This is an optimization exercise on Yosys and OpenROAD, whose aim is small area and a short achievable clock period, not a production implementation. Function was checked by simulation only, so behaviour that the tests miss may differ from the original.

// test_dsp
module test_dsp #(parameter width_in1=26, parameter width_in2=14, parameter width_out=40) (
    input clk_i,
    input signed [width_in1:0] a_i,
    input signed [width_in2:0] b_i,
    input signed [width_out:0] pd_pattern1,
    output signed [width_out:0] c_o,
    output reg ones_o
);
==> flow/config.mk <==
export PLATFORM = sky130hd
export DESIGN_NAME = test_dsp
export DESIGN_NICKNAME = test_dsp
export VERILOG_FILES = /design/flow/design.v
export SDC_FILE = /design/flow/constraint.sdc
export NUM_CORES = 4
export LEC_CHECK = 0
export CAP_MARGIN = 20
export CORE_MARGIN = 2
export CORE_UTILIZATION = 60
export SETUP_SLACK_MARGIN = 3.0
export SLEW_MARGIN = 20
==> flow/constraint.sdc <==
create_clock -name core_clock -period 6.5 [get_ports {clk_i}]
set_input_delay 1.3000 -clock core_clock [delete_from_list [all_inputs] [get_ports {clk_i}]]
set_output_delay 1.3000 -clock core_clock [all_outputs]
set_load 0.01 [all_outputs]
run.sh (not shown) runs the stock make flow with config.mk's settings and CLKGATE_MAP_FILE= SYNTH_SCRIPT=/design/flow/synth_recipe.tcl, a recipe that flattens the netlist after the stock synthesis.
==> next run, changes <==
--- a/flow/config.mk
+++ b/flow/config.mk
@@ -11 +11 @@
-export SETUP_SLACK_MARGIN = 3.0
+export SETUP_SLACK_MARGIN = 3.4
Critical path depth came out higher by 3.
Setup slack loses 0.014 ns.
Synthesized area stays the same.
Clock skew came out lower by 0.014 ns.
Wire length came out higher by 6.9%.
Core utilization came out higher by 4.5 points.
Worst hold slack loses 0.0081 ns.
Non-clock buffer count came out higher by 47.

========
Another version of the RTL of test_dsp (not shown whole).
Size: ~1500 cells after synthesis, ~130 I/O pins, roughly 0.015 mm² of cells after synthesis.
clock: 6.5 ns
lec_check: 0
abc_area: 1
cap_margin: 20
core_margin: 2
core_utilization: 50
cts_buf_list: sky130_fd_sc_hd__clkbuf_8
cts_cluster_diameter: 71
cts_cluster_size: 12
setup_slack_margin: 3.4
slew_margin: 20
standard.sh (not shown) runs the stock make flow with config.mk's settings and CLKGATE_MAP_FILE= SYNTH_SCRIPT=/design/flow/synth_recipe.tcl, a recipe that flattens the netlist after the stock synthesis.
==> flow/flow/run.sh <==
#!/bin/bash
# Standard ORFS layout, with one extra step between synthesis and floorplan:
# flow/polarity.py removes the polarity inverters that Yosys's full-adder
# extraction leaves between adder cells (full adders are self-dual), and
# swaps gates for their complement cells where that saves an inverter.
# Before that, flow/cpafix.py splits the full adders Yosys made of the final
# adder's last step (sum and carry of s_i, c_i and the prefix carry) into
# xor2 + a21o, so the late prefix carry passes one gate.
# After it, flow/fapins.py puts each full adder's latest input on its
# fastest pin (CIN), and flow/fanout.py gives the high-fanout Booth digit signals an
# inverter-pair driver.
# Registers and ports are untouched.
set -euo pipefail
cd "$(dirname "$0")/.."
W=$(pwd)
R=$W/orfs/results/${FLOW_PLATFORM}/test_dsp/base
LIB=${FLOW_HOME}/platforms/${FLOW_PLATFORM}/lib/sky130_fd_sc_hd__tt_025C_1v80.lib
# port buffers: a real buffer cell (buffer_ports otherwise picks a delay cell)
export BUFFER_PORTS_ARGS="-buffer_cell sky130_fd_sc_hd__buf_2"
bash standard.sh synth > "$W/run_synth.log" 2>&1
cp "$R/1_2_yosys.v" "$W/1_2_yosys.standard.v"
python3 flow/cpafix.py "$W/1_2_yosys.standard.v" "$W/1_2_yosys.cpafix.v" > "$W/run_cpafix.log" 2>&1
python3 flow/polarity.py "$LIB" "$W/1_2_yosys.cpafix.v" "$W/1_2_yosys.polarity.v" > "$W/run_polarity.log" 2>&1
python3 flow/fapins.py "$W/1_2_yosys.polarity.v" "$W/1_2_yosys.fapins.v" > "$W/run_fapins.log" 2>&1
python3 flow/fanout.py 10 "$W/1_2_yosys.fapins.v" "$R/1_2_yosys.v" > "$W/run_fanout.log" 2>&1
rm -f "$R/1_synth.odb" "$R/1_synth.sdc"
bash standard.sh finish > "$W/run_layout.log" 2>&1
Other scripts of this flow, unchanged in this note and not shown: flow/flow/cpafix.py, flow/flow/fanout.py, flow/flow/fapins.py, flow/flow/polarity.py
The baseline finished with timing, DRC and antenna clean.
Rerun with:
- CORE_UTILIZATION: 50 -> 55
- critical path depth is unchanged
- final area is about the same
- final cell count fell by about 2.6%
- worst setup slack gains 0.0054 ns
- worst hold slack loses 0.058 ns
Rerun with:
- CORE_UTILIZATION: 55 -> 50
- SETUP_SLACK_MARGIN: 3.4 -> 3.45
=>
- maximum frequency hardly moves
- final area goes up by a few percent
- critical path depth goes up by 1
- routed wire length increases by a few percent
- final cell count went up by a few percent
- via count went up slightly
- area after synthesis does not change
- worst setup slack degrades by 0.0042 ns
Rerun with:
- SETUP_SLACK_MARGIN: 3.45 -> 3.5
After rerunning:
- The new run finished with timing, DRC and antenna clean
- routed wire length hardly moves
- maximum frequency increases by 2.1%
- cell area decreases by 0.51%
- clock skew is about the same

========
## run A
RTL: one of the versions met above, not the one the previous note started from.
Size: roughly 1,700 cells after synthesis, ~130 I/O pins, ~17,000 sq um of cells after synthesis.
==> flow/config.mk <==
export PLATFORM = sky130hd
export DESIGN_NAME = test_dsp
export DESIGN_NICKNAME = test_dsp
export VERILOG_FILES = /design/flow/design.v
export SDC_FILE = /design/flow/constraint.sdc
export NUM_CORES = 4
export LEC_CHECK = 0
export ABC_AREA = 1
export CAP_MARGIN = 20
export CORE_MARGIN = 2
export CORE_UTILIZATION = 60
export SETUP_SLACK_MARGIN = 3.5
export SLEW_MARGIN = 20
==> flow/constraint.sdc <==
create_clock -name core_clock -period 6.5 [get_ports {clk_i}]
set_input_delay 1.3000 -clock core_clock [delete_from_list [all_inputs] [get_ports {clk_i}]]
set_output_delay 1.3000 -clock core_clock [all_outputs]
set_load 0.01 [all_outputs]
==> flow/flow/run.sh <==
#!/bin/bash
# Standard ORFS layout, with one extra step between synthesis and floorplan:
# flow/polarity.py removes the polarity inverters that Yosys's full-adder
# extraction leaves between adder cells (full adders are self-dual), and
# swaps gates for their complement cells where that saves an inverter.
# Registers and ports are untouched.
set -euo pipefail
cd "$(dirname "$0")/.."
W=$(pwd)
R=$W/orfs/results/${FLOW_PLATFORM}/test_dsp/base
LIB=${FLOW_HOME}/platforms/${FLOW_PLATFORM}/lib/sky130_fd_sc_hd__tt_025C_1v80.lib
# port buffers: a real buffer cell (buffer_ports otherwise picks a delay cell)
export BUFFER_PORTS_ARGS="-buffer_cell sky130_fd_sc_hd__buf_4"
bash standard.sh synth > "$W/run_synth.log" 2>&1
cp "$R/1_2_yosys.v" "$W/1_2_yosys.standard.v"
python3 flow/polarity.py "$LIB" "$W/1_2_yosys.standard.v" "$R/1_2_yosys.v" > "$W/run_polarity.log" 2>&1
rm -f "$R/1_synth.odb" "$R/1_synth.sdc"
bash standard.sh finish > "$W/run_layout.log" 2>&1
Other scripts of this flow, unchanged in this note and not shown: flow/flow/polarity.py
Both conditions hold for run A: the flow ran to the end and the final layout passed the timing, DRC and antenna checks.
The following lists how run B was set up differently from run A:
- SETUP_SLACK_MARGIN changed from 3.5 to 3.2
==> run summary <==
- Worst setup slack in run B is 0.11 ns lower than in run A
- Of run B and run A, it is run B that has the lower maximum clock rate.
- Delta (run B minus run A): final non-filler cell area dropped 7.7%, post-route minimum period went up 0.11 ns.
Input changes introduced in run C (baseline for comparison: run B):
- changing SETUP_SLACK_MARGIN from 3.2 to 3.0
- removing ABC_AREA (formerly 1)
--- a/flow/flow/run.sh
+++ b/flow/flow/run.sh
@@ -11,4 +11,2 @@
 LIB=${FLOW_HOME}/platforms/${FLOW_PLATFORM}/lib/sky130_fd_sc_hd__tt_025C_1v80.lib
-# port buffers: a real buffer cell (buffer_ports otherwise picks a delay cell)
-export BUFFER_PORTS_ARGS="-buffer_cell sky130_fd_sc_hd__buf_4"
 bash standard.sh synth > "$W/run_synth.log" 2>&1
### Flow results
- Run comparison: run C timing startpoint of the critical path r1_c5_2$_DFF_P_; run B timing startpoint of the critical path b_i[1]
- In the floorplan summary, run C is listed with a die area less than that of run B.
- | fmax | higher: run B |
- Taking run B as the reference, in run C critical path depth now larger; global-route usage now smaller.
- Measured against each other, run C and run B differ in post-synthesis instance area, the lower figure coming from run C.
- Worst-case setup slack after placement: lower on run C
Relative to run C, the following input files were edited for run D:
- changing CORE_UTILIZATION from 60 to 75
- changing SETUP_SLACK_MARGIN from 3.0 to 3.2
Notes after the runs:
In run D relative to run C, core region area had gone down by more than 10%.
Per the comparison of run D with run C, routed wire length has increased; total cell area at the placement stage has remained practically unchanged; final-layout worst hold slack has decreased.
Compare run D and run C | cell count higher: run C
Run D vs run C, die area went down by 20%.
Summary of run D over run C: highest fanout seen on the critical path went up 1.
Growth of design area from synthesis to finish for run D: 3.2 points up relative to run C
Input-level comparison between run E and run D:
- CORE_UTILIZATION now 60, was 75
- SETUP_SLACK_MARGIN now 3.0, was 3.2
- ABC_AREA now 1, previously not set
--- outcome ---
- Run E vs. run D: via count of the first global-routing pass decreased 2,028; clock latency on the worst-skew pair shows a reduction of 0.03 ns.
- Routed wire length per instance: run E vs run D down 33%
- What run E reported for fmax has to be multiplied by 0.873 to get the figure for run D.
- Run E against run D: number of cells upsized or downsized after cts decreased by 142 relative to the old numbers; total wirelength of the detailed-routed design decreased by 26% relative to the old numbers; area inside the core boundary increased by 6000 sq um relative to the old numbers.
- Routing usage on met2 delta for run E relative to run D: 31 points lower
- Of the two values seen for path type of the worst setup path, register to register was produced by run D and primary input to register by run E.

what the ideal ports hide:
Ports are ideal in the flow. The routed layouts listed here were re-timed in OpenROAD.
Step 1: set_driving_cell puts a clkbuf_16 on clk_i and a buf_2 on each other input, an assumption about the parent block.
Step 2 adds t to the input delays and takes it off the output delays; t is the mean of the earliest and latest rising clock arrival at the registers after step 1. Input paths then give back, and output paths get back, about the clock's delay inside the block.
a / b / c = ideal ports / drivers / drivers and shift; a / b = the first two.
run	t (ns)	setup WS [ns]	worst setup path at the end
the first run of note 1	0.609	2.924 / 2.924 / 2.474	input to register
the second run of note 1	0.603	2.910 / 2.910 / 2.635	input to register
the first run of note 2	0.585	3.469 / 3.424 / 2.839	input to register
the second run of note 2	0.594	3.474 / 3.458 / 2.864	input to register
the third run of note 2	0.603	3.470 / 3.470 / 2.883	input to register
the fourth run of note 2	0.605	3.533 / 3.501 / 2.896	input to register
run A	0.600	3.350 / 3.197 / 2.597	input to register
run B	0.588	3.243 / 3.254 / 2.666	input to register
run C	0.597	2.778 / 2.778 / 2.471	input to register
run D	0.613	2.474 / 2.474 / 2.474	register to register
run E	0.575	2.986 / 3.017 / 2.442	input to register
After both steps every run listed still meets setup and hold. The setup slack of run A, which loses most, moves by -0.153 ns with the drivers and by -0.753 ns with both steps.
